This design comes from an exercise in tuning for small area, a short achievable clock period and few clock cycles per item on the open sky130 flow, not from production work. Function was checked by simulation only, so behaviour that the tests miss may differ from the original. The clock input has no modelled driver; a real chip could not lean on it and would need a root buffer or a full tree. Power and IR drop assume default switching activity.

<file path="flow/flow/run.sh">
#!/bin/bash
# Standard layout (bash standard.sh, all ORFS steps), with changes to clock
# tree synthesis and the timing repair that follows it:
#  - TritonCTS builds smaller sink clusters of clkbuf_8 and no dummy loads;
set -euo pipefail
here=$(pwd)
export CTS_ARGS="-sink_clustering_enable -repair_clock_nets -dont_use_dummy_load -sink_clustering_size 16 -sink_clustering_max_diameter 50 -buf_list sky130_fd_sc_hd__clkbuf_8"
# ORFS's own repair after CTS is skipped: post_cts.tcl repairs in steps instead.
export SKIP_CTS_REPAIR_TIMING=1
export FLOW_REPAIR_STEPS="${FLOW_REPAIR_STEPS:-2.5 2.6 2.7 2.8 2.85 2.9 2.95 3.0 3.05 3.1 3.15 3.2}"
export FLOW_FALLBACK_STEPS="2.5 2.6 2.7 2.8 2.9"
export FLOW_DOWNSIZE="${FLOW_DOWNSIZE:-1}"
export POST_CTS_TCL="$here/flow/post_cts.tcl"
bash standard.sh > "$here/standard.log" 2>&1
</file>
<file path="flow/constraint.sdc">
create_clock -name core_clock -period 5.0 [get_ports {clk}]
set_input_delay 1.0000 -clock core_clock [delete_from_list [all_inputs] [get_ports {clk}]]
set_output_delay 1.0000 -clock core_clock [all_outputs]
set_load 0.01 [all_outputs]
</file>
<file path="flow/flow/procs.tcl">
# Procedures for post_cts.tcl and probe.tcl.

proc drop_clock_root {} {
  set block [ord::get_db_block]
  set clknet [$block findNet clk]
  set roots {}
  foreach it [$clknet getITerms] { lappend roots [$it getInst] }
  if {[llength $roots] != 1} { puts "drop_clock_root: [llength $roots] roots, left alone"; return }
  set root [lindex $roots 0]
  set rnet [[$root findITerm X] getNet]
  set sinks {}
  foreach it [$rnet getITerms] { if {[$it isInputSignal]} { lappend sinks $it } }
  if {[llength $sinks] > 4} { puts "drop_clock_root: root drives [llength $sinks] pins, left alone"; return }
  foreach it $sinks { $it disconnect; $it connect $clknet }
  odb::dbInst_destroy $root
  odb::dbNet_destroy $rnet
  puts "drop_clock_root: clk now drives [llength [$clknet getITerms]] pins"
}

# Port buffers become plain buffers: buf_4 for the address and penable,
# whose paths are the critical ones, buf_2 for the other ports. Timing
# repair then sizes up those that need it.
proc plain_port_buffers {} {
  set db [ord::get_db]
  set big [$db findMaster sky130_fd_sc_hd__buf_4]
  set small [$db findMaster sky130_fd_sc_hd__buf_2]
  set n 0
  foreach inst [[ord::get_db_block] getInsts] {
    if {![regexp {^(input|output)[0-9]+$} [$inst getName]]} { continue }
    set port ""
    foreach it [$inst getITerms] {
      set net [$it getNet]
      if {$net ne "NULL" && [llength [$net getBTerms]] > 0} { set port [[lindex [$net getBTerms] 0] getName] }
    }
    if {[regexp {^(paddr|penable)} $port]} { set m $big } else { set m $small }
    if {[[$inst getMaster] getName] ne [$m getName]} { $inst swapMaster $m; incr n }
  }
  puts "plain_port_buffers: $n swapped"
}

# Every logic cell goes to the smallest drive strength of its kind (same
# function, same base name); timing repair then sizes up what needs it.
proc downsize_all {} {
  set db [ord::get_db]
  set n 0
  set a0 0; set a1 0
  foreach inst [[ord::get_db_block] getInsts] {
    set m [$inst getMaster]
    set name [$m getName]
    if {![regexp {^(sky130_fd_sc_hd__[a-z0-9]+)_([0-9]+)$} $name -> base drive]} { continue }
    if {[regexp {clkbuf|clkinv|dly|tap|fill|decap|conb|diode} $base]} { continue }
    if {[regexp {^(input|output)[0-9]+$} [$inst getName]]} { continue }
    if {[$inst isFixed]} { continue }
    set best $m
    foreach d {0 1 2} {
      set c [$db findMaster ${base}_$d]
      if {$c ne "NULL" && [$c getWidth] < [$best getWidth]} { set best $c }
    }
    if {$best ne $m} {
      set a0 [expr {$a0 + [$m getWidth]}]; set a1 [expr {$a1 + [$best getWidth]}]
      $inst swapMaster $best
      incr n
    }
  }
  puts "downsize_all: $n cells, width [expr {$a0/1000.0}] -> [expr {$a1/1000.0}] um"
}

# Standard-cell area without tap cells, in um^2.
proc cell_area {} {
  set a 0
  foreach inst [[ord::get_db_block] getInsts] {
    set m [$inst getMaster]
    if {[string match *tapvpwrvgnd* [$m getName]]} { continue }
    set a [expr {$a + [$m getWidth] * [$m getHeight] / 1e6}]
  }
  return $a
}

</file>
<file path="flow/flow/probe.tcl">
foreach lef [list $::env(TECH_LEF) {*}$::env(SC_LEF)] { read_lef $lef }
foreach lib $::env(LIB_FILES) { read_liberty $lib }
read_db $::env(FLOW_PROBE_DB)
read_sdc $::env(FLOW_PROBE_SDC)
source $::env(PLATFORM_DIR)/setRC.tcl
set_dont_use $::env(DONT_USE_CELLS)
set_dont_use {sky130_fd_sc_hd__dlygate* sky130_fd_sc_hd__clkdlybuf* sky130_fd_sc_hd__dlymetal*}
source $::env(FLOW_PROBE_PROCS)
set_propagated_clock [all_clocks]
estimate_parasitics -placement
foreach margin $::env(FLOW_REPAIR_STEPS) {
  repair_timing -setup_margin $margin -repair_tns 100
  estimate_parasitics -placement
  set ws [worst_slack -max]
  puts "PROBE $margin [expr {[cell_area] * ($::env(FLOW_PERIOD_NS) - $ws)}] $ws [cell_area]"
}
</file>
<file path="flow/config.mk">
export PLATFORM = sky130hd
export DESIGN_NAME = apb_fifo
export DESIGN_NICKNAME = apb_fifo
export VERILOG_FILES = /design/flow/design.v
export SDC_FILE = /design/flow/constraint.sdc
export NUM_CORES = 4
export LEC_CHECK = 0
export CAP_MARGIN = 20
export CORE_MARGIN = 2
export CORE_UTILIZATION = 55
export SETUP_SLACK_MARGIN = 3.1
export SLEW_MARGIN = 20
export SYNTH_HIERARCHICAL = 1
export SYNTH_MINIMUM_KEEP_SIZE = 0
export TNS_END_PERCENT = 100
</file>
<file path="flow/flow/post_cts.tcl">
# Sourced by ORFS's cts.tcl after clock tree synthesis.
source [file join [file dirname [info script]] procs.tcl]

drop_clock_root
set_dont_use {sky130_fd_sc_hd__dlygate* sky130_fd_sc_hd__clkdlybuf* sky130_fd_sc_hd__dlymetal*}
plain_port_buffers
detailed_placement
estimate_parasitics -placement
repair_design_helper
if {$::env(FLOW_DOWNSIZE)} {
  downsize_all
  detailed_placement
  estimate_parasitics -placement
  repair_design_helper
}
set dir $::env(RESULTS_DIR)
write_db $dir/my_probe.odb
write_sdc $dir/my_probe.sdc
set ::env(FLOW_PROBE_DB) $dir/my_probe.odb
set ::env(FLOW_PROBE_SDC) $dir/my_probe.sdc
set ::env(FLOW_PROBE_PROCS) [file join [file dirname [info script]] procs.tcl]
set probe_log $::env(LOG_DIR)/4_1_cts_probe.log
if {[info exists ::env(OPENROAD_EXE)]} { set exe $::env(OPENROAD_EXE) } else { set exe [info nameofexecutable] }
if {![info exists ::env(FLOW_PERIOD_NS)]} { set ::env(FLOW_PERIOD_NS) 5.0 }
if {[catch {exec $exe -no_init -exit [file join [file dirname [info script]] probe.tcl] > $probe_log 2>@1} err]} {
  puts "probe failed: $err"
}
set best_cost 1e30
set steps {}
set upto {}
foreach line [split [read [set f [open $probe_log]]] "\n"] {
  if {[regexp {^PROBE (\S+) (\S+)} $line -> margin cost]} {
    lappend steps $margin
    if {$cost < $best_cost} { set best_cost $cost; set upto $steps }
  }
}
close $f
if {$upto eq {}} { set upto $::env(FLOW_FALLBACK_STEPS) }
file delete $dir/my_probe.odb $dir/my_probe.sdc

foreach margin $upto {
  repair_timing -setup_margin $margin -repair_tns 100 -verbose
}
detailed_placement
check_placement -verbose
estimate_parasitics -placement
report_clock_latency -clock [all_clocks]
report_worst_slack -max
</file>
<file path="flow/standard.sh">
#!/bin/bash
# synth_recipe.tcl (not shown) runs the flow's synth.tcl, then flattens the netlist and writes it again
# the make line also repeats each setting of config.mk as NAME=value (left out here)
make -C /OpenROAD-flow-scripts/flow DESIGN_CONFIG=/design/flow/config.mk WORK_HOME=/design/flow/orfs CLKGATE_MAP_FILE= SYNTH_SCRIPT=/design/flow/synth_recipe.tcl "${@:-finish}"
</file>
<file path="flow/design.v">
module apb_fifo (
    input  wire        clk,
    input  wire        rst,
    input  wire        psel,
    input  wire [3:0]  paddr,
    input  wire [31:0] pwdata,
    input  wire        penable,
    input  wire        pwrite,
    output wire [31:0] prdata,
    output wire        pready
);
reg [31:0] mem [0:15];    
reg [15:0] vld;           
reg        wacc;          
reg [3:0]  wa;            
reg [3:0]  cnt;           
reg        rdy;           
reg        rdo;           
reg [31:0] rdq;           
wire setup = psel & ~penable;
wire full  = (cnt == 4'd15);
wire empty = (cnt == 4'd0);
wire [15:0] wsel = {16{wacc}} & (16'b1 << wa);    
always @(posedge clk or negedge rst) begin
    if (!rst) begin
        rdy  <= 1'b0;
        wacc <= 1'b0;
        cnt  <= 4'd0;
        vld  <= 16'b0;
    end else begin
        rdy  <= setup & (pwrite ? ~full : ~empty);
        wacc <= setup & pwrite & ~full;
        if (rdy)
            cnt <= pwrite ? cnt + 4'd1 : cnt - 4'd1;
        vld <= vld | wsel;
    end
end
wire [63:0] rsel;    
genvar c;
generate
    for (c = 0; c < 4; c = c + 1) begin : g_rsel
        apb_fifo_rsel u_rsel (.paddr(paddr), .vld(vld), .sel(rsel[16*c +: 16]));
    end
endgenerate
wire [31:0] rword;
genvar b, k;
generate
    for (b = 0; b < 32; b = b + 1) begin : g_rbit
        wire [7:0] t;
        wire [1:0] u;
        for (k = 0; k < 8; k = k + 1) begin : g_pair
            apb_fifo_aoi22 u_aoi (.a1(rsel[16*(b/8) + 2*k]), .a2(mem[2*k][b]),
                                  .b1(rsel[16*(b/8) + 2*k+1]), .b2(mem[2*k+1][b]), .y(t[k]));
        end
        apb_fifo_and4  u_a0 (.a(t[3:0]), .y(u[0]));
        apb_fifo_and4  u_a1 (.a(t[7:4]), .y(u[1]));
        apb_fifo_nand2 u_nd (.a(u[0]), .b(u[1]), .y(rword[b]));
    end
endgenerate
integer i;
always @(posedge clk) begin
    rdo <= setup & (pwrite ? ~full : ~empty);
    wa  <= paddr;
    for (i = 0; i < 16; i = i + 1)
        if (wsel[i])
            mem[i] <= pwdata;
    rdq <= rword;
end
assign prdata = rdq;
assign pready = rdo;
endmodule
module apb_fifo_aoi22 (input wire a1, a2, b1, b2, output wire y);
assign y = ~((a1 & a2) | (b1 & b2));
endmodule
module apb_fifo_and4 (input wire [3:0] a, output wire y);
assign y = &a;
endmodule
module apb_fifo_nand2 (input wire a, b, output wire y);
assign y = ~(a & b);
endmodule
module apb_fifo_rsel (
    input  wire [3:0]  paddr,
    input  wire [15:0] vld,
    output wire [15:0] sel
);
assign sel = vld & (16'b1 << paddr);
endmodule
</file>
==> results by group, run 1 <==
Yosys
  – Mapped cell area: 21,600 sq um
  – Cell variety after synth: 35
  – Fraction of synthesized area in multiplexers: 0.000986
  – Ranking of synthesized cells by instance count: sky130_fd_sc_hd__edfxtp_1, sky130_fd_sc_hd__a22oi_2, sky130_fd_sc_hd__and3_1, sky130_fd_sc_hd__and4_1, sky130_fd_sc_hd__dfxtp_1
  – Area share of the largest cell type after synthesis: 0.712
  – Cells after synthesis: 1,087
  – Synthesis Warnings: 9
  – Flip-flop and latch count after synthesis: 571
  – Main synth FF type: sky130_fd_sc_hd__edfxtp_1
  – Synth Area in Adders: 0.00209
  – Xor and xnor fraction of the mapped netlist area: 0.000812
  – Post-synthesis share of cell area spent on and, or, nand and nor gates: 0.0729
  – Biggest area consumer among synthesized cells: sky130_fd_sc_hd__edfxtp_1
  – Syn nets: 1,131
  – Async SR Flop Fraction: 0.0385
  – Average footprint of a synthesized cell: 19.9 sq um
  – Library cell with the highest instance count after synthesis: sky130_fd_sc_hd__edfxtp_1
  – Complex-gate fraction of the synthesized area: 0.150
  – Main combinational cell family by area after synthesis: compound AO/OA/AOI/OAI gates
  – Fraction of the yosys area taken by sequential cells: 0.772
  – Cell types with the largest area share after synthesis: sky130_fd_sc_hd__edfxtp_1, sky130_fd_sc_hd__a22oi_2, sky130_fd_sc_hd__dfxtp_1, sky130_fd_sc_hd__and4_1, sky130_fd_sc_hd__dfrtp_1
  – Number of synthesized flops with an enable pin: 512

Worst setup path
  – Critical Setup Path Class: primary input to flip-flop
  – Maximum fanout count along the critical path: 17
  – Data required time at the worst endpoint: 5.37 ns
  – Crit end category: flip-flop
  – CP arrival: 2.30 ns
  – Startpoint type of the worst setup path: primary input
  – Worst path max stage delay: 0.35 ns
  – Worst-path cell chain: buf_4, nor2b_1, and3_4, a22oi_1, and4_1, nand2_1
  – Slowest cell on crit path: sky130_fd_sc_hd__and3_4

Power
  – P_sw: 1.73 mW
  – Power per cell area: 349 nW/um^2
  – Worst-case vdd ir drop: 0.271 mV
  – P_leak: 7.21 nW
  – Switching fraction of total power: 0.215
  – Portion of total power attributed to combinational logic: 0.059
  – Internal power of the cells: 6.33 mW
  – Clock Power Share: 0.267
  – Sequential group share of total power: 0.674

Run status
  – Status: finished clean

Global routing
  – Via count of the first global-routing pass: 11,214
  – Met1 global-route usage: 0.367
  – Aggregate global-route resource usage: 0.258
  – Initial antenna violation count: 2
  – GRT busiest layer: met2
  – Met2 Use GR: 0.406
  – Congestion Overflow GR: 0
  – Global-route met3 utilization: 0.0613
  – Maximum number of pins on one net before global-route repair: 23
  – Global-route wire length before repair: 75,700 um

Die
  – Die span in y: 202 um
  – Initial core utilization: 0.558
  – Chip Width: 202 um
  – Die area: 40,800 sq um
  – Core area: 38,600 sq um
  – Core Rows: 72
  – Number of placed I/O pins: 74

Layout
  – Count of filler cells inserted in the layout: 2,922
  – Number of nets at the end of the flow: 1,313
  – Number of antenna repair diodes: 0
  – Proportion of layout cells with a drive suffix above 1: 0.234
  – Final cell utilization of the core: 0.597
  – Area delta synth->final: 6.90%

Timing
  – Worst slew margin relative to its limit: 0.594
  – Setup repair after global routing missed its margin: yes
  – Tcrit/Tclk final: 0.385
  – Final period demand of the worst path: 1.93 ns
  – Number of setup violations in the final report: 0
  – Slew of the pin with the lowest slew margin: 0.608 ns
  – Max Transition Viols Final: 0
  – Highest achievable clock rate: 519 MHz
  – Final hold violation count: 0
  – Accumulated negative setup slack: 0 ns
  – Worst Skew: 0.0547 ns

Flow run
  – Maximum capacitance violations: 0

Place
  – Total half-perimeter wirelength after legalization and detailed placement: 29,700 um
  – Input/output buffers: 73
  – Routability Congestion: 0.857

Clock network
  – Clock Sink Count: 571
  – Clock Pin Slew Worst Setup and Hold Paths: 0.09 ns
  – Clock latency on the worst-skew pair: 0.43 ns

Detailed routing
  – Remaining design rule violation count: 0
  – Count of TritonRoute iterations in the first routing pass: 7
  – Via Count: 11,076
  – Count of antenna-violating nets left after detailed routing: 0
  – Number of vias per cell: 6.21
  – WL final: 52,100 um
  – Initial DRC Count: 988
  – Drt wl/cell: 29.2 um

Hold path
  – Hold Path Class: primary input to async pin
[worst paths after layout]
path / from / to / slack (ns) / cells after the start
min reg2reg: mem[11][23] / rdq[23] / 0.58 / 3
min in group core_clock: mem[11][23] / rdq[23] / 0.58 / 3
min: rst / vld[7] / 0.57 / 1
max in group asynchronous: rst / vld[12] / 4.00 / 1
max reg2reg: wacc / mem[0][19] / 3.12 / 5
max: paddr[2] / rdq[1] / 3.07 / 6
[metal layers]
| metal | wire [um] | share of wire |
|---|---|---|
| met1 | 22400 | 0.43 |
| met2 | 24600 | 0.47 |
| met3 | 3760 | 0.072 |
| met4 | 1350 | 0.026 |
| met5 | 29 | 0.00056 |
[stage by stage]
stage               hold slack, ns  worst slack (ns)  instance area (sq um)  power [mW]  cells
floorplan                    0.466              2.82                  21900        5.76   1087
global placement             0.580              1.93                  23500        6.06   1694
detailed placement           0.584              1.89                  23500        6.07   1694
global route                 0.576              3.02                  23100        8.33   1785
finish                       0.572              3.07                  23100        8.06   1785
[registers in the layout, summed over array words and instances (netlist names)]
signal	count
wacc	1
mem	512
rdy	1
vld	16
wa	4
cnt	4
rdq	32
rdo	1
[placed cells by master, fill, tap and decap left out, types with 15 or more instances in the layout]
| cell | synthesis | routed |
|---|---|---|
| sky130_fd_sc_hd__a22oi_1 | 0 | 252 |
| sky130_fd_sc_hd__and3_4 | 0 | 52 |
| sky130_fd_sc_hd__and4_1 | 64 | 64 |
| sky130_fd_sc_hd__buf_2 | 0 | 77 |
| sky130_fd_sc_hd__clkbuf_8 | 0 | 46 |
| sky130_fd_sc_hd__dfrtp_1 | 22 | 22 |
| sky130_fd_sc_hd__dfxtp_1 | 37 | 22 |
| sky130_fd_sc_hd__dfxtp_2 | 0 | 15 |
| sky130_fd_sc_hd__edfxtp_1 | 512 | 512 |
| sky130_fd_sc_hd__nand2_1 | 33 | 32 |
[cells by family after synthesis]
family,after synthesis
buf+inv,3
mux,2
fa+ha+maj,3
flops,571
xor+xnor,2
simple gates,245
compound gates,261
[modules after synthesis, one instance, submodules excluded]
module	flops+latches	times used	cells inside	cell area (sq um)
apb_fifo_aoi22	0	256	1	12.5
apb_fifo_nand2	0	32	1	3.75
apb_fifo_and4	0	64	1	8.76
apb_fifo_rsel	0	4	24	146
apb_fifo	571	1	639	17100
[power by group through the flow]
stage,Clock [mW],Combinational (mW),Sequential [mW]
2_1_floorplan,0,0.259,5.50
3_3_place_gp,0,0.530,5.53
3_5_place_dp,0,0.541,5.53
5_1_grt,2.37,0.521,5.44
6_report,2.15,0.478,5.43
[critical path: cells and delay by family]
kind	cells	cell delay (ns)
AND/OR/NAND/NOR	4	1.00
buffers and inverters	1	0.19
AO/OA/AOI/OAI	1	0.11
[layout make-up]
class,count,area (sq um),area share
Multi-Input combinational cell,513,4060,0.176
Tap cell,518,648,0.0281
Sequential cell,571,16700,0.723
Inverter,2,11.3,0.000488
Clock buffer,46,633,0.0274
Timing Repair Buffer,135,1030,0.0446
Testbench counts, summed over its fixed seeds: cycles 6,400, transfers 3,200.
==> run 2: changes to the inputs <==
--- a/flow/flow/run.sh
+++ b/flow/flow/run.sh
@@ -9,6 +9,6 @@
 export SKIP_CTS_REPAIR_TIMING=1
 export FLOW_REPAIR_STEPS="${FLOW_REPAIR_STEPS:-2.5 2.6 2.7 2.8 2.85 2.9 2.95 3.0 3.05 3.1 3.15 3.2}"
 export FLOW_FALLBACK_STEPS="2.5 2.6 2.7 2.8 2.9"
-export FLOW_DOWNSIZE="${FLOW_DOWNSIZE:-1}"
+export FLOW_DOWNSIZE="${FLOW_DOWNSIZE-^a22oi$}"
 export POST_CTS_TCL="$here/flow/post_cts.tcl"
 bash standard.sh > "$here/standard.log" 2>&1
--- a/flow/flow/post_cts.tcl
+++ b/flow/flow/post_cts.tcl
@@ -7,8 +7,8 @@
 detailed_placement
 estimate_parasitics -placement
 repair_design_helper
-if {$::env(FLOW_DOWNSIZE)} {
-  downsize_all
+if {$::env(FLOW_DOWNSIZE) ne ""} {
+  downsize_all $::env(FLOW_DOWNSIZE)
   detailed_placement
   estimate_parasitics -placement
   repair_design_helper
--- a/flow/flow/procs.tcl
+++ b/flow/flow/procs.tcl
@@ -38,9 +38,10 @@
   puts "plain_port_buffers: $n swapped"
 }
 
-# Every logic cell goes to the smallest drive strength of its kind (same
-# function, same base name); timing repair then sizes up what needs it.
-proc downsize_all {} {
+# Every logic cell whose kind (base name) matches the pattern goes to the
+# smallest drive strength of that kind; timing repair then sizes up what
+# needs it.
+proc downsize_all {{pattern .}} {
   set db [ord::get_db]
   set n 0
   set a0 0; set a1 0
@@ -49,6 +50,7 @@
     set name [$m getName]
     if {![regexp {^(sky130_fd_sc_hd__[a-z0-9]+)_([0-9]+)$} $name -> base drive]} { continue }
     if {[regexp {clkbuf|clkinv|dly|tap|fill|decap|conb|diode} $base]} { continue }
+    if {![regexp $pattern [regsub {^sky130_fd_sc_hd__} $base {}]]} { continue }
     if {[regexp {^(input|output)[0-9]+$} [$inst getName]]} { continue }
     if {[$inst isFixed]} { continue }
     set best $m
==> run 2 against run 1 <==
Area after synthesis stayed put. Sequential power hardly changed. Clock-buffer cell count stayed put. Cell count is 0.34% lower. Sequential cell count stayed put. Cell area is 0.28% lower. Synthesized cell count stayed put. Hold slack better by 0.0020 ns. Maximum frequency is 0.85% higher. Critical path type unchanged.
==> results by group, run 2 <==
Power
  – P_leak: 7.16 nW (was 7.21 nW)
  – Clock Power Share: 0.267 (about the same)
  – Final Total Pwr: 8.07 mW (was 8.06 mW)
  – Worst-case vdd ir drop: 0.272 mV (was 0.271 mV)
  – Power per cell area: 351 nW/um^2 (was 349 nW/um^2)
  – Sequential group share of total power: 0.673 (was 0.674)
  – P_sw: 1.74 mW (was 1.73 mW)
  – Portion of total power attributed to combinational logic: 0.060 (was 0.059)
  – Internal power of the cells: 6.33 mW (about the same)
  – Switching fraction of total power: 0.216 (was 0.215)

Die
  – Die area: 40,800 sq um (unchanged)
  – Number of placed I/O pins: 74 (unchanged)
  – Chip Width: 202 um (unchanged)
  – Core Rows: 72 (unchanged)
  – Initial core utilization: 0.558 (unchanged)
  – Die span in y: 202 um (unchanged)
  – Core area: 38,600 sq um (unchanged)

Detailed routing
  – DR WL met3: 3710 um (was 3760 um)
  – Count of antenna-violating nets left after detailed routing: 0 (unchanged)
  – Via Count: 11,197 (was 11,076)
  – Remaining design rule violation count: 0 (unchanged)
  – Drt wl/cell: 29.8 um (was 29.2 um)
  – DR top layer: met5 (unchanged)
  – Number of vias per cell: 6.29 (was 6.21)
  – Amount of wire on met2 after detailed routing: 25,300 um (was 24,600 um)
  – WL final: 53,100 um (was 52,100 um)
  – Initial DRC Count: 1,036 (was 988)
  – Met1 layer wirelength in the final routing: 22,700 um (was 22,400 um)
  – Count of TritonRoute iterations in the first routing pass: 5 (was 7)

Yosys
  – Async SR Flop Fraction: 0.0385 (unchanged)
  – Syn nets: 1,131 (unchanged)
  – Cells after synthesis: 1,087 (unchanged)
  – Cell variety after synth: 35 (unchanged)
  – Biggest area consumer among synthesized cells: sky130_fd_sc_hd__edfxtp_1 (unchanged)
  – Area share of the largest cell type after synthesis: 0.712 (unchanged)
  – Main synth FF type: sky130_fd_sc_hd__edfxtp_1 (unchanged)
  – Cell types with the largest area share after synthesis: sky130_fd_sc_hd__edfxtp_1, sky130_fd_sc_hd__a22oi_2, sky130_fd_sc_hd__dfxtp_1, sky130_fd_sc_hd__and4_1, sky130_fd_sc_hd__dfrtp_1 (unchanged)
  – Ranking of synthesized cells by instance count: sky130_fd_sc_hd__edfxtp_1, sky130_fd_sc_hd__a22oi_2, sky130_fd_sc_hd__and3_1, sky130_fd_sc_hd__and4_1, sky130_fd_sc_hd__dfxtp_1 (unchanged)
  – Number of synthesized flops with an enable pin: 512 (unchanged)
  – Average footprint of a synthesized cell: 19.9 sq um (unchanged)
  – Flip-flop and latch count after synthesis: 571 (unchanged)
  – Fraction of the yosys area taken by sequential cells: 0.772 (unchanged)
  – Library cell with the highest instance count after synthesis: sky130_fd_sc_hd__edfxtp_1 (unchanged)
  – Mapped cell area: 21,600 sq um (unchanged)
  – Synthesis Warnings: 9 (unchanged)

Layout
  – Registers with the highest flip-flop counts: mem (512), rdq (32), vld (16) (unchanged)
  – Multi-input gate area in the final layout: 4200 sq um (was 4060 sq um)
  – Most frequent standard cell in the layout excluding fill and tap cells: sky130_fd_sc_hd__edfxtp_1 (unchanged)
  – Number of nets at the end of the flow: 1,307 (was 1,313)
  – Count of filler cells inserted in the layout: 2,941 (was 2,922)
  – Proportion of layout cells with a drive suffix above 1: 0.242 (was 0.234)
  – Storage element area: 16,700 sq um (unchanged)
  – Max reg flops: 512 (unchanged)
  – Area of all placed cells without fillers: 23,000 sq um (was 23,100 sq um)
  – Register containing the most flip-flops in the final layout: mem (unchanged)
  – Final cell utilization of the core: 0.595 (was 0.597)
  – Area delta synth->final: 6.60% (was 6.90%)
  – Commonest cells after routing, fill and taps aside: sky130_fd_sc_hd__edfxtp_1, sky130_fd_sc_hd__a22oi_1, sky130_fd_sc_hd__buf_2, sky130_fd_sc_hd__and3_4, sky130_fd_sc_hd__and4_1 (was sky130_fd_sc_hd__edfxtp_1, sky130_fd_sc_hd__a22oi_1, sky130_fd_sc_hd__buf_2, sky130_fd_sc_hd__and4_1, sky130_fd_sc_hd__and3_4)
  – Number of antenna repair diodes: 0 (unchanged)

Timing
  – Worst Skew: 0.0554 ns (was 0.0547 ns)
  – Slew of the pin with the lowest slew margin: 0.619 ns (was 0.608 ns)
  – Setup repair after global routing missed its margin: yes (unchanged)
  – Final hold violation count: 0 (unchanged)
  – Tcrit/Tclk final: 0.382 (was 0.385)
  – Worst slew margin relative to its limit: 0.588 (was 0.594)
  – Number of setup violations in the final report: 0 (unchanged)
  – Max Transition Viols Final: 0 (unchanged)
  – Highest achievable clock rate: 524 MHz (was 519 MHz)
  – Hold slack final: 0.574 ns (was 0.572 ns)
  – Final period demand of the worst path: 1.91 ns (was 1.93 ns)
  – Accumulated negative setup slack: 0 ns (unchanged)

Clock network
  – Clock Sink Count: 571 (unchanged)
  – Clock latency on the worst-skew pair: 0.43 ns (about the same)
  – Clock Pin Slew Worst Setup and Hold Paths: 0.09 ns (about the same)

Global routing
  – Via count of the first global-routing pass: 11,238 (was 11,214)
  – Congestion Overflow GR: 0 (unchanged)
  – Global-route wire length before repair: 77,100 um (was 75,700 um)
  – Maximum number of pins on one net before global-route repair: 25 (was 23)
  – Aggregate global-route resource usage: 0.264 (was 0.258)
  – Initial antenna violation count: 3 (was 2)

Place
  – Total half-perimeter wirelength after legalization and detailed placement: 29,700 um (unchanged)
  – Routability Congestion: 0.857 (unchanged)
  – Post-Place Cell Area: 23,500 sq um (unchanged)
  – Input/output buffers: 73 (unchanged)

Run status
  – Status: finished clean (unchanged)

Worst setup path
  – CP arrival: 2.18 ns (was 2.30 ns)
  – Crit end category: flip-flop (unchanged)
  – Critical Setup Path Class: primary input to flip-flop (unchanged)
  – Maximum fanout count along the critical path: 17 (unchanged)
  – Data required time at the worst endpoint: 5.27 ns (was 5.37 ns)
  – Startpoint type of the worst setup path: primary input (unchanged)

Hold path
  – Hold Path Class: primary input to async pin (unchanged)

Flow run
  – Maximum capacitance violations: 0 (unchanged)
[run 2: cell counts after synthesis]
Identical to the previous run, type by type.
[run 2: layout make-up]
class,instances,share of cell area
flip-flops and latches,571,0.725
inverters,2,0.000490
well taps,518,0.0282
clock buffers,46,0.0275
multi-input cells,516,0.183
repair buffers,126,0.0358
[run 2: cell families after synthesis]
logic type	after synthesis	share of synthesized area
xor gates and xnor gates	2	0.000812
AOI/OAI and AO/OA	261	0.150
and+or+nand+nor	245	0.0729
DFF	571	0.772
buffers and inverters	3	0.000870
adders and majority gates	3	0.00209
muxes	2	0.000986
[run 2: path summary, 6_finish.rpt]
kind	start	to	slack, ns	depth (start not counted)
setup / recovery	paddr[2]	rdq[18]	3.09	6
hold / removal	rst	vld[7]	0.57	1
setup reg to reg	wacc	mem[4][22]	3.18	4
hold reg to reg	mem[3][13]	rdq[13]	0.58	3
max in group asynchronous	rst	cnt[2]	3.98	1
min in group core_clock	mem[3][13]	rdq[13]	0.58	3
[run 2: power groups by stage]
stage	logic, mW	registers, mW	clock network (mW)
after floorplan	0.259	5.50	0
after global placement	0.530	5.53	0
after detailed placement	0.541	5.53	0
after global routing	0.528	5.44	2.37
final	0.486	5.43	2.15
[run 2: worst max-delay path, cell delays in order]
cell	delay, ns
sky130_fd_sc_hd__buf_4	0.18
sky130_fd_sc_hd__and2_1	0.22
sky130_fd_sc_hd__and3_4	0.24
sky130_fd_sc_hd__a22oi_1	0.20
sky130_fd_sc_hd__and4_1	0.26
sky130_fd_sc_hd__nand2_1	0.06
[run 2: modules after synthesis, one instance, submodules excluded]
module / cells inside / area [sq um] / flip-flops and latches
apb_fifo: 639 / 17100 / 571
apb_fifo_rsel: 24 / 146 / 0
apb_fifo_aoi22: 1 / 12.5 / 0
apb_fifo_and4: 1 / 8.76 / 0
apb_fifo_nand2: 1 / 3.75 / 0
[run 2: metrics by stage]
| step | worst slack [ns] | instances |
|---|---|---|
| after floorplan | 2.82 | 1087 |
| after global placement | 1.93 | 1694 |
| after detailed placement | 1.89 | 1694 |
| after global routing | 3.06 | 1779 |
| final | 3.09 | 1779 |
[run 2: layer usage]
metal | up-vias | track usage
met4 | 6 | 0.0699
met2 | 416 | 0.419
met3 | 96 | 0.0598
met5 | - | 0
li1 | 4889 | -
met1 | 5790 | 0.373
==> run 3: changes to the inputs <==
--- a/flow/config.mk
+++ b/flow/config.mk
@@ -7,7 +7,7 @@
 export LEC_CHECK = 0
 export CAP_MARGIN = 20
 export CORE_MARGIN = 2
-export CORE_UTILIZATION = 55
+export CORE_UTILIZATION = 45
 export SETUP_SLACK_MARGIN = 3.1
 export SLEW_MARGIN = 20
 export SYNTH_HIERARCHICAL = 1
==> run 3 against run 2 <==
Hold slack worse by 0.038 ns. Total power is 1.0% higher. Area after synthesis is the same. Register-to-register slack worse by 0.06 ns. Highest routed layer is now met4. Sequential power is essentially flat. Combinational power is 2% higher.
==> results by group, run 3 <==
Run status
  – Status: finished clean (unchanged)

Global routing
  – Global-route wire length before repair: 77,300 um (was 77,100 um)
  – Aggregate global-route resource usage: 0.215 (was 0.264)
  – Initial antenna violation count: 0 (was 3)
  – Via count of the first global-routing pass: 11,391 (was 11,238)
  – Maximum number of pins on one net before global-route repair: 34 (was 25)
  – Congestion Overflow GR: 0 (unchanged)

Layout
  – Number of standard cells in the layout, taps in and fillers out: 1,873 (was 1,779)
  – Area of all placed cells without fillers: 23,100 sq um (was 23,000 sq um)
  – Count of filler cells inserted in the layout: 3,921 (was 2,941)
  – Final cell utilization of the core: 0.487 (was 0.595)
  – Max reg flops: 512 (unchanged)
  – Number of nets at the end of the flow: 1,302 (was 1,307)
  – Register containing the most flip-flops in the final layout: mem (unchanged)
  – Area delta synth->final: 7.22% (was 6.60%)
  – Registers with the highest flip-flop counts: mem (512), rdq (32), vld (16) (unchanged)
  – Most frequent standard cell in the layout excluding fill and tap cells: sky130_fd_sc_hd__edfxtp_1 (unchanged)
  – Commonest cells after routing, fill and taps aside: sky130_fd_sc_hd__edfxtp_1, sky130_fd_sc_hd__a22oi_1, sky130_fd_sc_hd__buf_2, sky130_fd_sc_hd__and4_1, sky130_fd_sc_hd__and3_4 (was sky130_fd_sc_hd__edfxtp_1, sky130_fd_sc_hd__a22oi_1, sky130_fd_sc_hd__buf_2, sky130_fd_sc_hd__and3_4, sky130_fd_sc_hd__and4_1)
  – Proportion of layout cells with a drive suffix above 1: 0.240 (was 0.242)

Timing
  – Number of setup violations in the final report: 0 (unchanged)
  – Worst slew margin relative to its limit: 0.621 (was 0.588)
  – Tcrit/Tclk final: 0.385 (was 0.382)
  – Worst Skew: 0.0702 ns (was 0.0554 ns)
  – Accumulated negative setup slack: 0 ns (unchanged)
  – Highest achievable clock rate: 519 MHz (was 524 MHz)
  – Crit path setup slack, layout: 3.07 ns (was 3.09 ns)
  – Slew of the pin with the lowest slew margin: 0.569 ns (was 0.619 ns)
  – Setup repair after global routing missed its margin: yes (unchanged)
  – Final period demand of the worst path: 1.93 ns (was 1.91 ns)
  – Max Transition Viols Final: 0 (unchanged)
  – Final hold violation count: 0 (unchanged)
  – Hold slack final: 0.536 ns (was 0.574 ns)

Power
  – Worst-case vdd ir drop: 0.160 mV (was 0.272 mV)
  – Power per cell area: 353 nW/um^2 (was 351 nW/um^2)
  – P_leak: 7.16 nW (about the same)
  – Final Total Pwr: 8.16 mW (was 8.07 mW)

Clock network
  – Clock Pin Slew Worst Setup and Hold Paths: 0.10 ns (was 0.09 ns)
  – Clock latency on the worst-skew pair: 0.45 ns (was 0.43 ns)
  – Clock Sink Count: 571 (unchanged)

Worst setup path
  – CP arrival: 0.93 ns (was 2.18 ns)
  – Startpoint type of the worst setup path: flip-flop (was primary input)
  – Reg2reg path depth: 3 (was 4)
  – Worst-path cell chain: buf_6 (was buf_4, and2_1, and3_4, a22oi_1, and4_1, nand2_1)
  – Crit end category: output pin (was flip-flop)
  – Critical Setup Path Class: flip-flop to output pin (was primary input to flip-flop)
  – Worst path max stage delay: 0.37 ns (was 0.26 ns)
  – Buffering stage count on the worst path with inverters included: 1 (unchanged)
  – Setup slack, reg-to-reg: 3.12 ns (was 3.18 ns)
  – End of the worst register-to-register path: mem[0][0] (was mem[4][22])
  – Cell family with most CP delay: flip-flops (was simple AND/OR/NAND/NOR gates)
  – Maximum fanout count along the critical path: 1 (was 17)
  – Data required time at the worst endpoint: 4.00 ns (was 5.27 ns)
  – Slowest cell on crit path: sky130_fd_sc_hd__dfxtp_2 (was sky130_fd_sc_hd__and4_1)
  – Beginning of the worst register-to-register path: wacc (unchanged)

Yosys
  – Synthesis Warnings: 9 (unchanged)
  – Mapped cell area: 21,600 sq um (unchanged)
  – Fraction of the yosys area taken by sequential cells: 0.772 (unchanged)
  – Area share of the largest cell type after synthesis: 0.712 (unchanged)
  – Number of synthesized flops with an enable pin: 512 (unchanged)
  – Cell types with the largest area share after synthesis: sky130_fd_sc_hd__edfxtp_1, sky130_fd_sc_hd__a22oi_2, sky130_fd_sc_hd__dfxtp_1, sky130_fd_sc_hd__and4_1, sky130_fd_sc_hd__dfrtp_1 (unchanged)
  – Syn nets: 1,131 (unchanged)
  – Average footprint of a synthesized cell: 19.9 sq um (unchanged)
  – Cells after synthesis: 1,087 (unchanged)
  – Flip-flop and latch count after synthesis: 571 (unchanged)
  – Cell variety after synth: 35 (unchanged)
  – Main synth FF type: sky130_fd_sc_hd__edfxtp_1 (unchanged)
  – Biggest area consumer among synthesized cells: sky130_fd_sc_hd__edfxtp_1 (unchanged)
  – Async SR Flop Fraction: 0.0385 (unchanged)
  – Library cell with the highest instance count after synthesis: sky130_fd_sc_hd__edfxtp_1 (unchanged)
  – Ranking of synthesized cells by instance count: sky130_fd_sc_hd__edfxtp_1, sky130_fd_sc_hd__a22oi_2, sky130_fd_sc_hd__and3_1, sky130_fd_sc_hd__and4_1, sky130_fd_sc_hd__dfxtp_1 (unchanged)

Die
  – Chip Width: 223 um (was 202 um)
  – Core Rows: 80 (was 72)
  – Initial core utilization: 0.454 (was 0.558)
  – Die area: 49,700 sq um (was 40,800 sq um)
  – Core area: 47,500 sq um (was 38,600 sq um)
  – Die span in y: 223 um (was 202 um)
  – Number of placed I/O pins: 74 (unchanged)

Detailed routing
  – Count of antenna-violating nets left after detailed routing: 0 (unchanged)
  – WL final: 53,100 um (about the same)
  – Via Count: 11,136 (was 11,197)
  – Count of TritonRoute iterations in the first routing pass: 5 (unchanged)
  – Number of vias per cell: 5.95 (was 6.29)
  – Drt wl/cell: 28.4 um (was 29.8 um)
  – Initial DRC Count: 1,086 (was 1,036)
  – Remaining design rule violation count: 0 (unchanged)

Place
  – Post-Place Cell Area: 23,600 sq um (was 23,500 sq um)
  – # placed instances: 1,790 (was 1,694)
  – Worst setup timing slack at the placement stage: 1.79 ns (was 1.89 ns)
  – Routability Congestion: 0.779 (was 0.857)
  – Input/output buffers: 73 (unchanged)
  – Total half-perimeter wirelength after legalization and detailed placement: 31,000 um (was 29,700 um)

Flow run
  – Maximum capacitance violations: 0 (unchanged)

Hold path
  – Hold Path Class: primary input to async pin (unchanged)
==> run 3: cell families after synthesis <==
group,synth area share
fa+ha+maj,0.00209
flops,0.772
compound gates,0.150
mux,0.000986
simple gates,0.0729
xor+xnor,0.000812
buf+inv,0.000870
==> run 3: area by class of cell <==
cell class	instances	area, sq um	area share
Inverter	2	11.3	0.000487
Antenna cell	2	5.00	0.000216
Sequential cell	571	16700	0.721
Multi-Input combinational cell	514	4160	0.180
Tap cell	615	769	0.0333
Clock buffer	48	661	0.0286
Timing Repair Buffer	121	847	0.0366
==> run 3: how the worst max path moves through the flow <==
stage / cells after the start / end / startpoint
floorplan: 2 / mem[7][0] / wa[0]
global placement: 6 / rdq[29] / paddr[2]
finish: 1 / prdata[21] / rdq[21]
global route: 1 / prdata[21] / rdq[21]
detailed placement: 6 / rdq[29] / paddr[2]
==> run 3: per-layer routing <==
metal  global-route usage  part of all wire  vias to the layer above
met5                    0                 0                        -
met4               0.0803             0.035                        0
met3               0.0342             0.061                      102
met2                0.341              0.47                      378
met1                0.301              0.43                     5780
li1                     -                 -                     4876
==> run 3: power breakdown <==
part | internal, mW | switching, mW | leakage, nW
Sequential | 5.30 | 0.132 | 5.19
Combinational | 0.216 | 0.281 | 1.62
Clock | 0.857 | 1.37 | 0.345
==> run 3: Yosys stat by module, one instance, submodules excluded <==
module          times used  cell area [sq um]
apb_fifo                 1              17100
apb_fifo_and4           64               8.76
apb_fifo_aoi22         256               12.5
apb_fifo_nand2          32               3.75
apb_fifo_rsel            4                146
==> run 3: worst register-to-register path, cell delays in order (launching register included) <==
cell and delay [ns]:
sky130_fd_sc_hd__dfrtp_1 0.44, sky130_fd_sc_hd__or3b_4 0.48, sky130_fd_sc_hd__nor3_4 0.32, sky130_fd_sc_hd__buf_12 0.25
==> run 4: changes to the inputs <==
--- a/flow/config.mk
+++ b/flow/config.mk
@@ -7,7 +7,7 @@
 export LEC_CHECK = 0
 export CAP_MARGIN = 20
 export CORE_MARGIN = 2
-export CORE_UTILIZATION = 45
+export CORE_UTILIZATION = 75
 export SETUP_SLACK_MARGIN = 3.1
 export SLEW_MARGIN = 20
 export SYNTH_HIERARCHICAL = 1
==> run 4 against run 3 <==
Highest routed layer unchanged. Wire length decreased by 7.6%. Cell count shrank 13%. Sequential cell count did not move. Still clean on timing, DRC and antenna. Global-route usage increased by 11 points. Critical path type is now primary input to flip-flop.
==> results by group, run 4 <==
Run status
  – Status: finished clean (unchanged)

Detailed routing
  – Count of TritonRoute iterations in the first routing pass: 5 (unchanged)
  – Drt wl/cell: 30.0 um (was 28.4 um)
  – Count of antenna-violating nets left after detailed routing: 0 (unchanged)
  – Remaining design rule violation count: 0 (unchanged)
  – Initial DRC Count: 1,376 (was 1,086)
  – Number of vias per cell: 7.08 (was 5.95)
  – WL final: 49,100 um (was 53,100 um)
  – Via Count: 11,581 (was 11,136)

Die
  – Initial core utilization: 0.756 (was 0.454)
  – Die span in y: 174 um (was 223 um)
  – Core area: 28,500 sq um (was 47,500 sq um)
  – Core Rows: 62 (was 80)
  – Number of placed I/O pins: 74 (unchanged)
  – Die area: 30,100 sq um (was 49,700 sq um)
  – Chip Width: 174 um (was 223 um)

Power
  – Internal power of the cells: 6.29 mW (was 6.38 mW)
  – Clock Power Share: 0.253 (was 0.273)
  – Portion of total power attributed to combinational logic: 0.066 (was 0.061)
  – P_leak: 7.14 nW (was 7.16 nW)
  – Sequential group share of total power: 0.682 (was 0.666)
  – Power per cell area: 349 nW/um^2 (was 353 nW/um^2)
  – P_sw: 1.71 mW (was 1.78 mW)
  – Worst-case vdd ir drop: 0.241 mV (was 0.160 mV)
  – Final Total Pwr: 8.00 mW (was 8.16 mW)
  – Switching fraction of total power: 0.214 (was 0.218)

Worst setup path
  – Maximum fanout count along the critical path: 4 (was 1)
  – CP startpoint: pwrite (was rdq[21])
  – Slowest cell on crit path: sky130_fd_sc_hd__a2111o_1 (was sky130_fd_sc_hd__dfxtp_2)
  – Setup slack, reg-to-reg: 3.13 ns (was 3.12 ns)
  – Critical Setup Path Class: primary input to flip-flop (was flip-flop to output pin)
  – Worst-path cell chain: buf_8, clkinvlp_4, buf_6, ha_4, nand3_4, a2111o_1, o211ai_1 (was buf_6)
  – Startpoint type of the worst setup path: primary input (was flip-flop)
  – Worst path max stage delay: 0.42 ns (was 0.37 ns)
  – End of the worst register-to-register path: mem[4][10] (was mem[0][0])
  – Beginning of the worst register-to-register path: wacc (unchanged)
  – Reg2reg path depth: 3 (unchanged)
  – Data required time at the worst endpoint: 5.30 ns (was 4.00 ns)
  – Crit end category: flip-flop (was output pin)
  – CP arrival: 2.24 ns (was 0.93 ns)

Timing
  – Number of setup violations in the final report: 0 (unchanged)
  – Crit path setup slack, layout: 3.06 ns (was 3.07 ns)
  – Highest achievable clock rate: 515 MHz (was 519 MHz)
  – Slew of the pin with the lowest slew margin: 0.523 ns (was 0.569 ns)
  – Max Transition Viols Final: 0 (unchanged)
  – Tcrit/Tclk final: 0.388 (was 0.385)
  – Worst slew margin relative to its limit: 0.651 (was 0.621)
  – Final period demand of the worst path: 1.94 ns (was 1.93 ns)
  – Accumulated negative setup slack: 0 ns (unchanged)
  – Worst Skew: 0.0354 ns (was 0.0702 ns)
  – Setup repair after global routing missed its margin: yes (unchanged)
  – Final hold violation count: 0 (unchanged)

Yosys
  – Syn nets: 1,131 (unchanged)
  – Main synth FF type: sky130_fd_sc_hd__edfxtp_1 (unchanged)
  – Ranking of synthesized cells by instance count: sky130_fd_sc_hd__edfxtp_1, sky130_fd_sc_hd__a22oi_2, sky130_fd_sc_hd__and3_1, sky130_fd_sc_hd__and4_1, sky130_fd_sc_hd__dfxtp_1 (unchanged)
  – Cell variety after synth: 35 (unchanged)
  – Number of synthesized flops with an enable pin: 512 (unchanged)
  – Synthesis Warnings: 9 (unchanged)
  – Cells after synthesis: 1,087 (unchanged)
  – Area share of the largest cell type after synthesis: 0.712 (unchanged)
  – Average footprint of a synthesized cell: 19.9 sq um (unchanged)
  – Biggest area consumer among synthesized cells: sky130_fd_sc_hd__edfxtp_1 (unchanged)
  – Cell types with the largest area share after synthesis: sky130_fd_sc_hd__edfxtp_1, sky130_fd_sc_hd__a22oi_2, sky130_fd_sc_hd__dfxtp_1, sky130_fd_sc_hd__and4_1, sky130_fd_sc_hd__dfrtp_1 (unchanged)
  – Fraction of the yosys area taken by sequential cells: 0.772 (unchanged)
  – Flip-flop and latch count after synthesis: 571 (unchanged)
  – Async SR Flop Fraction: 0.0385 (unchanged)
  – Mapped cell area: 21,600 sq um (unchanged)
  – Library cell with the highest instance count after synthesis: sky130_fd_sc_hd__edfxtp_1 (unchanged)

Clock network
  – Clock Pin Slew Worst Setup and Hold Paths: 0.10 ns (about the same)
  – Clock latency on the worst-skew pair: 0.39 ns (was 0.45 ns)
  – Clock Sink Count: 571 (unchanged)

Layout
  – Proportion of layout cells with a drive suffix above 1: 0.248 (was 0.240)
  – Number of standard cells in the layout, taps in and fillers out: 1,636 (was 1,873)
  – Commonest cells after routing, fill and taps aside: sky130_fd_sc_hd__edfxtp_1, sky130_fd_sc_hd__a22oi_1, sky130_fd_sc_hd__and4_1, sky130_fd_sc_hd__and3_4, sky130_fd_sc_hd__buf_2 (was sky130_fd_sc_hd__edfxtp_1, sky130_fd_sc_hd__a22oi_1, sky130_fd_sc_hd__buf_2, sky130_fd_sc_hd__and4_1, sky130_fd_sc_hd__and3_4)
  – Count of filler cells inserted in the layout: 1,478 (was 3,921)
  – Max reg flops: 512 (unchanged)
  – Number of antenna repair diodes: 0 (was 2)
  – Register containing the most flip-flops in the final layout: mem (unchanged)
  – Area of all placed cells without fillers: 22,900 sq um (was 23,100 sq um)
  – Registers with the highest flip-flop counts: mem (512), rdq (32), vld (16) (unchanged)
  – Most frequent standard cell in the layout excluding fill and tap cells: sky130_fd_sc_hd__edfxtp_1 (unchanged)
  – Number of nets at the end of the flow: 1,298 (was 1,302)
  – Area delta synth->final: 6.07% (was 7.22%)

Place
  – # placed instances: 1,559 (was 1,790)
  – Input/output buffers: 73 (unchanged)
  – Post-Place Cell Area: 23,300 sq um (was 23,600 sq um)
  – Worst setup timing slack at the placement stage: 1.84 ns (was 1.79 ns)
  – Routability Congestion: 0.794 (was 0.779)
  – Total half-perimeter wirelength after legalization and detailed placement: 28,000 um (was 31,000 um)

Global routing
  – Aggregate global-route resource usage: 0.330 (was 0.215)
  – Initial antenna violation count: 0 (unchanged)
  – Via count of the first global-routing pass: 11,844 (was 11,391)
  – Congestion Overflow GR: 0 (unchanged)
  – Maximum number of pins on one net before global-route repair: 34 (unchanged)
  – Global-route wire length before repair: 72,600 um (was 77,300 um)

Flow run
  – Maximum capacitance violations: 0 (unchanged)

Hold path
  – Hold Path Class: primary input to async pin (unchanged)
==> run 4: changes by cell type in the layout (fill, tap and decap cells not counted), sizes merged <==
cell / delta
buf: +5
clkbuf: -8
diode: -2
nor2: -1
==> run 4: Yosys stat by module (local to each module, per instance) <==
| module | cell area [sq um] | times used | flops+latches | cells inside |
|---|---|---|---|---|
| apb_fifo_nand2 | 3.75 | 32 | 0 | 1 |
| apb_fifo_and4 | 8.76 | 64 | 0 | 1 |
| apb_fifo_aoi22 | 12.5 | 256 | 0 | 1 |
| apb_fifo | 17100 | 1 | 571 | 639 |
| apb_fifo_rsel | 146 | 4 | 0 | 24 |
==> run 4: through the flow <==
stage | hold WS [ns] | util
3_3_place_gp | 0.571 | 0.816
6_report | 0.569 | 0.802
3_5_place_dp | 0.577 | 0.816
2_1_floorplan | 0.466 | -
5_1_grt | 0.598 | 0.802
==> run 4: power by group through the flow <==
stage	sequential (mW)	combinational [mW]	clock, mW
floorplan	5.50	0.259	0
global placement	5.53	0.513	0
detailed placement	5.53	0.535	0
global route	5.45	0.565	2.20
finish	5.45	0.524	2.02
==> run 4: worst max-delay path by stage <==
stage | to | cells past startpoint | slack, ns
floorplan | mem[7][0] | 2 | 2.82
global placement | rdq[2] | 6 | 1.91
detailed placement | rdq[2] | 6 | 1.84
global route | cnt[3] | 7 | 3.05
finish | cnt[3] | 7 | 3.06
==> run 4: per-layer routing <==
layer  track usage  part of all wire  routed length (um)
met5             0                 0                   0
met4         0.104             0.028                1370
met1         0.463              0.36               17900
met2         0.545              0.49               24300
met3        0.0548              0.11                5500
==> run 4: layout make-up <==
class | instances | area (sq um) | share of cell area
sequential | 571 | 16700 | 0.729
multi-input combinational | 513 | 4220 | 0.185
timing repair buffer | 124 | 905 | 0.0395
clock buffer | 42 | 578 | 0.0253
tap | 384 | 480 | 0.0210
inverter | 2 | 11.3 | 0.000492
==> run 4: cell families after synthesis <==
| group | Yosys count | share of synthesized area |
|---|---|---|
| AOI/OAI and AO/OA | 261 | 0.150 |
| xor gates and xnor gates | 2 | 0.000812 |
| adders and majority gates | 3 | 0.00209 |
| buffers and inverters | 3 | 0.000870 |
| DFF | 571 | 0.772 |
| muxes | 2 | 0.000986 |
| and+or+nand+nor | 245 | 0.0729 |
==> run 4: critical path: cells and delay by family <==
family                   cells  cell delay (ns)
buffers and inverters        3             0.35
AND/OR/NAND/NOR              1             0.08
AO/OA/AOI/OAI                2             0.54
adder cells (fa/ha/maj)      1             0.27
==> run 5: changes to the inputs <==
--- a/flow/config.mk
+++ b/flow/config.mk
@@ -7,7 +7,7 @@
 export LEC_CHECK = 0
 export CAP_MARGIN = 20
 export CORE_MARGIN = 2
-export CORE_UTILIZATION = 75
+export CORE_UTILIZATION = 60
 export SETUP_SLACK_MARGIN = 3.1
 export SLEW_MARGIN = 20
 export SYNTH_HIERARCHICAL = 1
==> run 5 against run 4 <==
Global-route usage decreased by 6.3 points. Critical path depth decreased by 6. Clock power increased by 6%. Largest power group unchanged. Die area increased by 24%. Combinational power decreased by 5.2%. Sequential power about the same. Maximum frequency increased by 1.2%. Register-to-register slack about the same. Critical path type is now flip-flop to output pin. Area after synthesis unchanged.
==> results by group, run 5 <==
Power
  – Worst-case vdd ir drop: 0.238 mV (was 0.241 mV)
  – P_leak: 7.12 nW (was 7.14 nW)
  – Final Total Pwr: 8.08 mW (was 8.00 mW)
  – Power per cell area: 353 nW/um^2 (was 349 nW/um^2)
  – Sequential group share of total power: 0.673 (was 0.682)
  – Clock Power Share: 0.265 (was 0.253)
  – P_sw: 1.74 mW (was 1.71 mW)
  – Switching fraction of total power: 0.215 (was 0.214)
  – Internal power of the cells: 6.34 mW (was 6.29 mW)
  – Portion of total power attributed to combinational logic: 0.062 (was 0.066)

Global routing
  – Aggregate global-route resource usage: 0.266 (was 0.330)
  – Congestion Overflow GR: 0 (unchanged)
  – Maximum number of pins on one net before global-route repair: 34 (unchanged)
  – Global-route wire length before repair: 73,000 um (was 72,600 um)
  – Via count of the first global-routing pass: 11,123 (was 11,844)
  – Initial antenna violation count: 0 (unchanged)

Yosys
  – Synthesis Warnings: 9 (unchanged)
  – Number of synthesized flops with an enable pin: 512 (unchanged)
  – Biggest area consumer among synthesized cells: sky130_fd_sc_hd__edfxtp_1 (unchanged)
  – Cell types with the largest area share after synthesis: sky130_fd_sc_hd__edfxtp_1, sky130_fd_sc_hd__a22oi_2, sky130_fd_sc_hd__dfxtp_1, sky130_fd_sc_hd__and4_1, sky130_fd_sc_hd__dfrtp_1 (unchanged)
  – Flip-flop and latch count after synthesis: 571 (unchanged)
  – Average footprint of a synthesized cell: 19.9 sq um (unchanged)
  – Ranking of synthesized cells by instance count: sky130_fd_sc_hd__edfxtp_1, sky130_fd_sc_hd__a22oi_2, sky130_fd_sc_hd__and3_1, sky130_fd_sc_hd__and4_1, sky130_fd_sc_hd__dfxtp_1 (unchanged)
  – Fraction of the yosys area taken by sequential cells: 0.772 (unchanged)
  – Mapped cell area: 21,600 sq um (unchanged)
  – Area share of the largest cell type after synthesis: 0.712 (unchanged)
  – Async SR Flop Fraction: 0.0385 (unchanged)
  – Main synth FF type: sky130_fd_sc_hd__edfxtp_1 (unchanged)
  – Cells after synthesis: 1,087 (unchanged)
  – Library cell with the highest instance count after synthesis: sky130_fd_sc_hd__edfxtp_1 (unchanged)
  – Cell variety after synth: 35 (unchanged)
  – Syn nets: 1,131 (unchanged)

Layout
  – Number of nets at the end of the flow: 1,293 (was 1,298)
  – Proportion of layout cells with a drive suffix above 1: 0.243 (was 0.248)
  – Max reg flops: 512 (unchanged)
  – Commonest cells after routing, fill and taps aside: sky130_fd_sc_hd__edfxtp_1, sky130_fd_sc_hd__a22oi_1, sky130_fd_sc_hd__buf_2, sky130_fd_sc_hd__and4_1, sky130_fd_sc_hd__and3_4 (was sky130_fd_sc_hd__edfxtp_1, sky130_fd_sc_hd__a22oi_1, sky130_fd_sc_hd__and4_1, sky130_fd_sc_hd__and3_4, sky130_fd_sc_hd__buf_2)
  – Registers with the highest flip-flop counts: mem (512), rdq (32), vld (16) (unchanged)
  – Number of antenna repair diodes: 0 (unchanged)
  – Register containing the most flip-flops in the final layout: mem (unchanged)
  – Most frequent standard cell in the layout excluding fill and tap cells: sky130_fd_sc_hd__edfxtp_1 (unchanged)
  – Area delta synth->final: 6.01% (was 6.07%)

Detailed routing
  – Drt wl/cell: 29.2 um (was 30.0 um)
  – Remaining design rule violation count: 0 (unchanged)
  – Number of vias per cell: 6.55 (was 7.08)
  – Count of TritonRoute iterations in the first routing pass: 5 (unchanged)
  – Initial DRC Count: 1,011 (was 1,376)
  – Count of antenna-violating nets left after detailed routing: 0 (unchanged)
  – Via Count: 11,186 (was 11,581)
  – WL final: 49,800 um (was 49,100 um)

Worst setup path
  – Data required time at the worst endpoint: 4.00 ns (was 5.30 ns)
  – Buffering stage count on the worst path with inverters included: 1 (was 3)
  – CP arrival: 0.92 ns (was 2.24 ns)
  – Startpoint type of the worst setup path: flip-flop (was primary input)
  – Worst path max stage delay: 0.38 ns (was 0.42 ns)
  – Slowest cell on crit path: sky130_fd_sc_hd__dfxtp_2 (was sky130_fd_sc_hd__a2111o_1)
  – Maximum fanout count along the critical path: 1 (was 4)
  – Worst-path cell chain: buf_6 (was buf_8, clkinvlp_4, buf_6, ha_4, nand3_4, a2111o_1, o211ai_1)
  – Crit end category: output pin (was flip-flop)
  – Cell family with most CP delay: flip-flops (was compound AO/OA/AOI/OAI gates)
  – Critical Setup Path Class: flip-flop to output pin (was primary input to flip-flop)

Clock network
  – Clock latency on the worst-skew pair: 0.42 ns (was 0.39 ns)
  – Clock Sink Count: 571 (unchanged)
  – Clock Pin Slew Worst Setup and Hold Paths: 0.09 ns (was 0.10 ns)

Die
  – Number of placed I/O pins: 74 (unchanged)
  – Die span in y: 194 um (was 174 um)
  – Die area: 37,500 sq um (was 30,100 sq um)
  – Chip Width: 194 um (was 174 um)
  – Core area: 35,500 sq um (was 28,500 sq um)
  – Initial core utilization: 0.608 (was 0.756)
  – Core Rows: 69 (was 62)

Timing
  – Setup repair after global routing missed its margin: yes (unchanged)
  – Highest achievable clock rate: 521 MHz (was 515 MHz)
  – Accumulated negative setup slack: 0 ns (unchanged)
  – Slew of the pin with the lowest slew margin: 0.559 ns (was 0.523 ns)
  – Final period demand of the worst path: 1.92 ns (was 1.94 ns)
  – Worst Skew: 0.0531 ns (was 0.0354 ns)
  – Tcrit/Tclk final: 0.384 (was 0.388)
  – Max Transition Viols Final: 0 (unchanged)
  – Number of setup violations in the final report: 0 (unchanged)
  – Final hold violation count: 0 (unchanged)
  – Worst slew margin relative to its limit: 0.627 (was 0.651)

Run status
  – Status: finished clean (unchanged)

Hold path
  – Hold Path Class: primary input to async pin (unchanged)

Place
  – Input/output buffers: 73 (unchanged)
  – Total half-perimeter wirelength after legalization and detailed placement: 29,400 um (was 28,000 um)
  – Routability Congestion: 0.774 (was 0.794)

Flow run
  – Maximum capacitance violations: 0 (unchanged)
## run 5: cell counts after synthesis
No cell type changed its count.
## run 5: final cells by class
class | instances | area [sq um]
fillers | 2541 | 12600
clock buffers | 46 | 633
repair buffers | 114 | 769
well taps | 461 | 577
flip-flops and latches | 571 | 16700
inverters | 2 | 11.3
multi-input cells | 514 | 4200
## run 5: cell families after synthesis
family          count (synthesis)  share of synthesized area
flops                         571                      0.772
compound gates                261                      0.150
simple gates                  245                     0.0729
buf+inv                         3                   0.000870
fa+ha+maj                       3                    0.00209
xor+xnor                        2                   0.000812
mux                             2                   0.000986
## run 5: path summary, 6_finish.rpt
check / depth (start not counted) / startpoint / slack [ns] / to
worst max-delay path: 1 / rdq[15] / 3.08 / prdata[15]
worst min-delay path: 1 / rst / 0.57 / cnt[2]
min in group core_clock: 3 / mem[11][28] / 0.59 / rdq[28]
worst min register to register: 3 / mem[11][28] / 0.59 / rdq[28]
max in group asynchronous: 1 / rst / 4.01 / vld[15]
worst max register to register: 3 / wacc / 3.12 / mem[5][29]
## run 5: stage by stage
step                area, sq um  hold WS [ns]  setup slack (ns)  utilization  instances
finish                    22900         0.567              3.08        0.645       1708
global route              22900         0.579              3.06        0.645       1708
detailed placement        23400         0.578              1.86        0.659       1637
global placement          23400         0.574              1.89        0.659       1637
floorplan                 21900         0.466              2.82            -       1087
## run 5: metal layers
metal	wire length, um	global-route usage	up-vias
met1	21800	0.399	5833
met2	23900	0.429	432
met4	939	0.0599	0
met5	0	0	-
li1	-	-	4854
met3	3190	0.0294	67
## run 5: Yosys stat by module, one instance, submodules excluded
module,times used,cells,flip-flops and latches,area [sq um]
apb_fifo,1,639,571,17100
apb_fifo_and4,64,1,0,8.76
apb_fifo_aoi22,256,1,0,12.5
apb_fifo_nand2,32,1,0,3.75
apb_fifo_rsel,4,24,0,146
## run 5: power by group through the flow
stage                     sequential [mW]  combinational, mW  clock, mW
final                                5.44              0.497       2.14
after global routing                 5.44              0.538       2.35
after detailed placement             5.53              0.540          0
after global placement               5.53              0.526          0
after floorplan                      5.50              0.259          0
==> run 6: changes to the inputs <==
--- a/flow/config.mk
+++ b/flow/config.mk
@@ -7,7 +7,7 @@
 export LEC_CHECK = 0
 export CAP_MARGIN = 20
 export CORE_MARGIN = 2
-export CORE_UTILIZATION = 60
+export CORE_UTILIZATION = 65
 export SETUP_SLACK_MARGIN = 3.1
 export SLEW_MARGIN = 20
 export SYNTH_HIERARCHICAL = 1
==> run 6 against run 5 <==
Still clean. Register-to-register slack better by 0.03 ns. Area after synthesis unchanged. First-iteration DRC count grew 1.7%. Sequential power about the same. Non-clock buffer count increased by 13. Synthesized cell count unchanged. Setup slack improved by 0.021 ns. Combinational power down 4%. Clock skew is 0.016 ns lower. Maximum frequency is 1.1% higher. Total power down 0.55%. Clock power is essentially flat.
==> results by group, run 6 <==
Run status
  – Status: finished clean (unchanged)

Place
  – Routability Congestion: 0.814 (was 0.774)
  – Input/output buffers: 73 (unchanged)
  – # placed instances: 1,617 (was 1,637)
  – Total half-perimeter wirelength after legalization and detailed placement: 27,500 um (was 29,400 um)
  – Worst setup timing slack at the placement stage: 1.84 ns (was 1.86 ns)
  – Post-Place Cell Area: 23,400 sq um (about the same)

Power
  – P_leak: 7.15 nW (was 7.12 nW)
  – Worst-case vdd ir drop: 0.232 mV (was 0.238 mV)
  – Power per cell area: 352 nW/um^2 (was 353 nW/um^2)
  – Final Total Pwr: 8.03 mW (was 8.08 mW)

Worst setup path
  – Worst-path cell chain: buf_6 (unchanged)
  – Critical Setup Path Class: flip-flop to output pin (unchanged)
  – Beginning of the worst register-to-register path: wacc (unchanged)
  – Setup slack, reg-to-reg: 3.15 ns (was 3.12 ns)
  – End of the worst register-to-register path: mem[0][21] (was mem[5][29])
  – Maximum fanout count along the critical path: 1 (unchanged)
  – CP arrival: 0.90 ns (was 0.92 ns)
  – Worst path max stage delay: 0.37 ns (was 0.38 ns)
  – Buffering stage count on the worst path with inverters included: 1 (unchanged)
  – Startpoint type of the worst setup path: flip-flop (unchanged)
  – Crit end category: output pin (unchanged)
  – Data required time at the worst endpoint: 4.00 ns (about the same)
  – Slowest cell on crit path: sky130_fd_sc_hd__dfxtp_4 (was sky130_fd_sc_hd__dfxtp_2)
  – Reg2reg path depth: 3 (unchanged)
  – Cell family with most CP delay: flip-flops (unchanged)

Yosys
  – Number of synthesized flops with an enable pin: 512 (unchanged)
  – Ranking of synthesized cells by instance count: sky130_fd_sc_hd__edfxtp_1, sky130_fd_sc_hd__a22oi_2, sky130_fd_sc_hd__and3_1, sky130_fd_sc_hd__and4_1, sky130_fd_sc_hd__dfxtp_1 (unchanged)
  – Fraction of the yosys area taken by sequential cells: 0.772 (unchanged)
  – Area share of the largest cell type after synthesis: 0.712 (unchanged)
  – Syn nets: 1,131 (unchanged)
  – Biggest area consumer among synthesized cells: sky130_fd_sc_hd__edfxtp_1 (unchanged)
  – Cell types with the largest area share after synthesis: sky130_fd_sc_hd__edfxtp_1, sky130_fd_sc_hd__a22oi_2, sky130_fd_sc_hd__dfxtp_1, sky130_fd_sc_hd__and4_1, sky130_fd_sc_hd__dfrtp_1 (unchanged)
  – Flip-flop and latch count after synthesis: 571 (unchanged)
  – Synthesis Warnings: 9 (unchanged)
  – Main synth FF type: sky130_fd_sc_hd__edfxtp_1 (unchanged)
  – Cells after synthesis: 1,087 (unchanged)
  – Average footprint of a synthesized cell: 19.9 sq um (unchanged)
  – Mapped cell area: 21,600 sq um (unchanged)
  – Cell variety after synth: 35 (unchanged)
  – Main combinational cell family by area after synthesis: compound AO/OA/AOI/OAI gates (unchanged)
  – Fraction of synthesized area in multiplexers: 0.000986 (unchanged)
  – Synth Area in Adders: 0.00209 (unchanged)
  – Complex-gate fraction of the synthesized area: 0.150 (unchanged)
  – Library cell with the highest instance count after synthesis: sky130_fd_sc_hd__edfxtp_1 (unchanged)
  – Post-synthesis share of cell area spent on and, or, nand and nor gates: 0.0729 (unchanged)
  – Xor and xnor fraction of the mapped netlist area: 0.000812 (unchanged)
  – Async SR Flop Fraction: 0.0385 (unchanged)

Die
  – Die span in y: 186 um (was 194 um)
  – Die area: 34,700 sq um (was 37,500 sq um)
  – Initial core utilization: 0.662 (was 0.608)
  – Core area: 32,600 sq um (was 35,500 sq um)
  – Core Rows: 66 (was 69)
  – Number of placed I/O pins: 74 (unchanged)
  – Chip Width: 186 um (was 194 um)

Timing
  – Hold slack final: 0.564 ns (was 0.567 ns)
  – Number of setup violations in the final report: 0 (unchanged)
  – Highest achievable clock rate: 527 MHz (was 521 MHz)
  – Tcrit/Tclk final: 0.380 (was 0.384)
  – Worst Skew: 0.0367 ns (was 0.0531 ns)
  – Worst slew margin relative to its limit: 0.646 (was 0.627)
  – Max Transition Viols Final: 0 (unchanged)
  – Accumulated negative setup slack: 0 ns (unchanged)
  – Final period demand of the worst path: 1.90 ns (was 1.92 ns)
  – Final hold violation count: 0 (unchanged)
  – Crit path setup slack, layout: 3.10 ns (was 3.08 ns)
  – Slew of the pin with the lowest slew margin: 0.530 ns (was 0.559 ns)
  – Setup repair after global routing missed its margin: yes (unchanged)

Layout
  – Area delta synth->final: 5.63% (was 6.01%)
  – Number of standard cells in the layout, taps in and fillers out: 1,701 (was 1,708)
  – Registers with the highest flip-flop counts: mem (512), rdq (32), vld (16) (unchanged)
  – Area of all placed cells without fillers: 22,800 sq um (was 22,900 sq um)
  – Final cell utilization of the core: 0.699 (was 0.645)
  – Commonest cells after routing, fill and taps aside: sky130_fd_sc_hd__edfxtp_1, sky130_fd_sc_hd__a22oi_1, sky130_fd_sc_hd__buf_2, sky130_fd_sc_hd__and4_1, sky130_fd_sc_hd__and3_4 (unchanged)
  – Register containing the most flip-flops in the final layout: mem (unchanged)
  – Most frequent standard cell in the layout excluding fill and tap cells: sky130_fd_sc_hd__edfxtp_1 (unchanged)
  – Proportion of layout cells with a drive suffix above 1: 0.230 (was 0.243)
  – Number of nets at the end of the flow: 1,305 (was 1,293)
  – Max reg flops: 512 (unchanged)
  – Number of antenna repair diodes: 0 (unchanged)

Clock network
  – Clock Sink Count: 571 (unchanged)
  – Clock Pin Slew Worst Setup and Hold Paths: 0.09 ns (about the same)
  – Clock latency on the worst-skew pair: 0.41 ns (was 0.42 ns)

Detailed routing
  – Count of TritonRoute iterations in the first routing pass: 5 (unchanged)
  – Via Count: 11,103 (was 11,186)
  – Remaining design rule violation count: 0 (unchanged)
  – Number of vias per cell: 6.53 (was 6.55)
  – Initial DRC Count: 1,028 (was 1,011)
  – WL final: 46,600 um (was 49,800 um)
  – Drt wl/cell: 27.4 um (was 29.2 um)
  – Count of antenna-violating nets left after detailed routing: 0 (unchanged)

Global routing
  – Maximum number of pins on one net before global-route repair: 34 (unchanged)
  – Global-route wire length before repair: 68,500 um (was 73,000 um)
  – Via count of the first global-routing pass: 11,032 (was 11,123)
  – Congestion Overflow GR: 0 (unchanged)
  – Initial antenna violation count: 0 (unchanged)
  – Aggregate global-route resource usage: 0.275 (was 0.266)

Flow run
  – Maximum capacitance violations: 0 (unchanged)

Hold path
  – Hold Path Class: primary input to async pin (unchanged)
run 6: cell counts after synthesis:
Identical to the previous run, type by type.
run 6: layout make-up:
class	count	area [sq um]
sequential	571	16700
tap	442	553
clock buffer	46	633
fill	2142	9820
timing repair buffer	127	806
inverter	2	11.3
multi-input combinational	513	4110
run 6: logic make-up (layout without fill, tap and decap cells):
kind of cell / count (synthesis) / count (layout)
buffers and inverters: 3 / 175
adders and majority gates: 3 / 3
DFF: 571 / 571
and+or+nand+nor: 245 / 245
muxes: 2 / 2
xor gates and xnor gates: 2 / 2
AOI/OAI and AO/OA: 261 / 261
run 6: power breakdown:
group	internal, mW	switching, mW
clock	0.824	1.30
sequential	5.30	0.126
combinational	0.202	0.277
run 6: worst max path at each step:
stage / depth (start not counted) / start / endpoint / slack [ns]
3_3_place_gp: 6 / paddr[1] / rdq[18] / 1.85
6_report: 1 / rdq[11] / prdata[11] / 3.10
2_1_floorplan: 2 / wa[0] / mem[7][0] / 2.82
3_5_place_dp: 6 / paddr[1] / rdq[18] / 1.84
5_1_grt: 6 / paddr[0] / rdq[12] / 3.06
run 6: per-layer routing:
layer  part of all wire  routed length [um]  vias up  global-route usage
li1                   -                   -     4891                   -
met1               0.44               20400     5717               0.416
met2               0.47               22000      441               0.430
met3              0.076                3560       54              0.0463
met4              0.016                 737        0              0.0620
met5                  0                   0        -                   0
run 6: modules after synthesis, one instance, submodules excluded:
module,cells inside,flops+latches,times used,cell area [sq um]
apb_fifo_rsel,24,0,4,146
apb_fifo_and4,1,0,64,8.76
apb_fifo,639,571,1,17100
apb_fifo_nand2,1,0,32,3.75
apb_fifo_aoi22,1,0,256,12.5
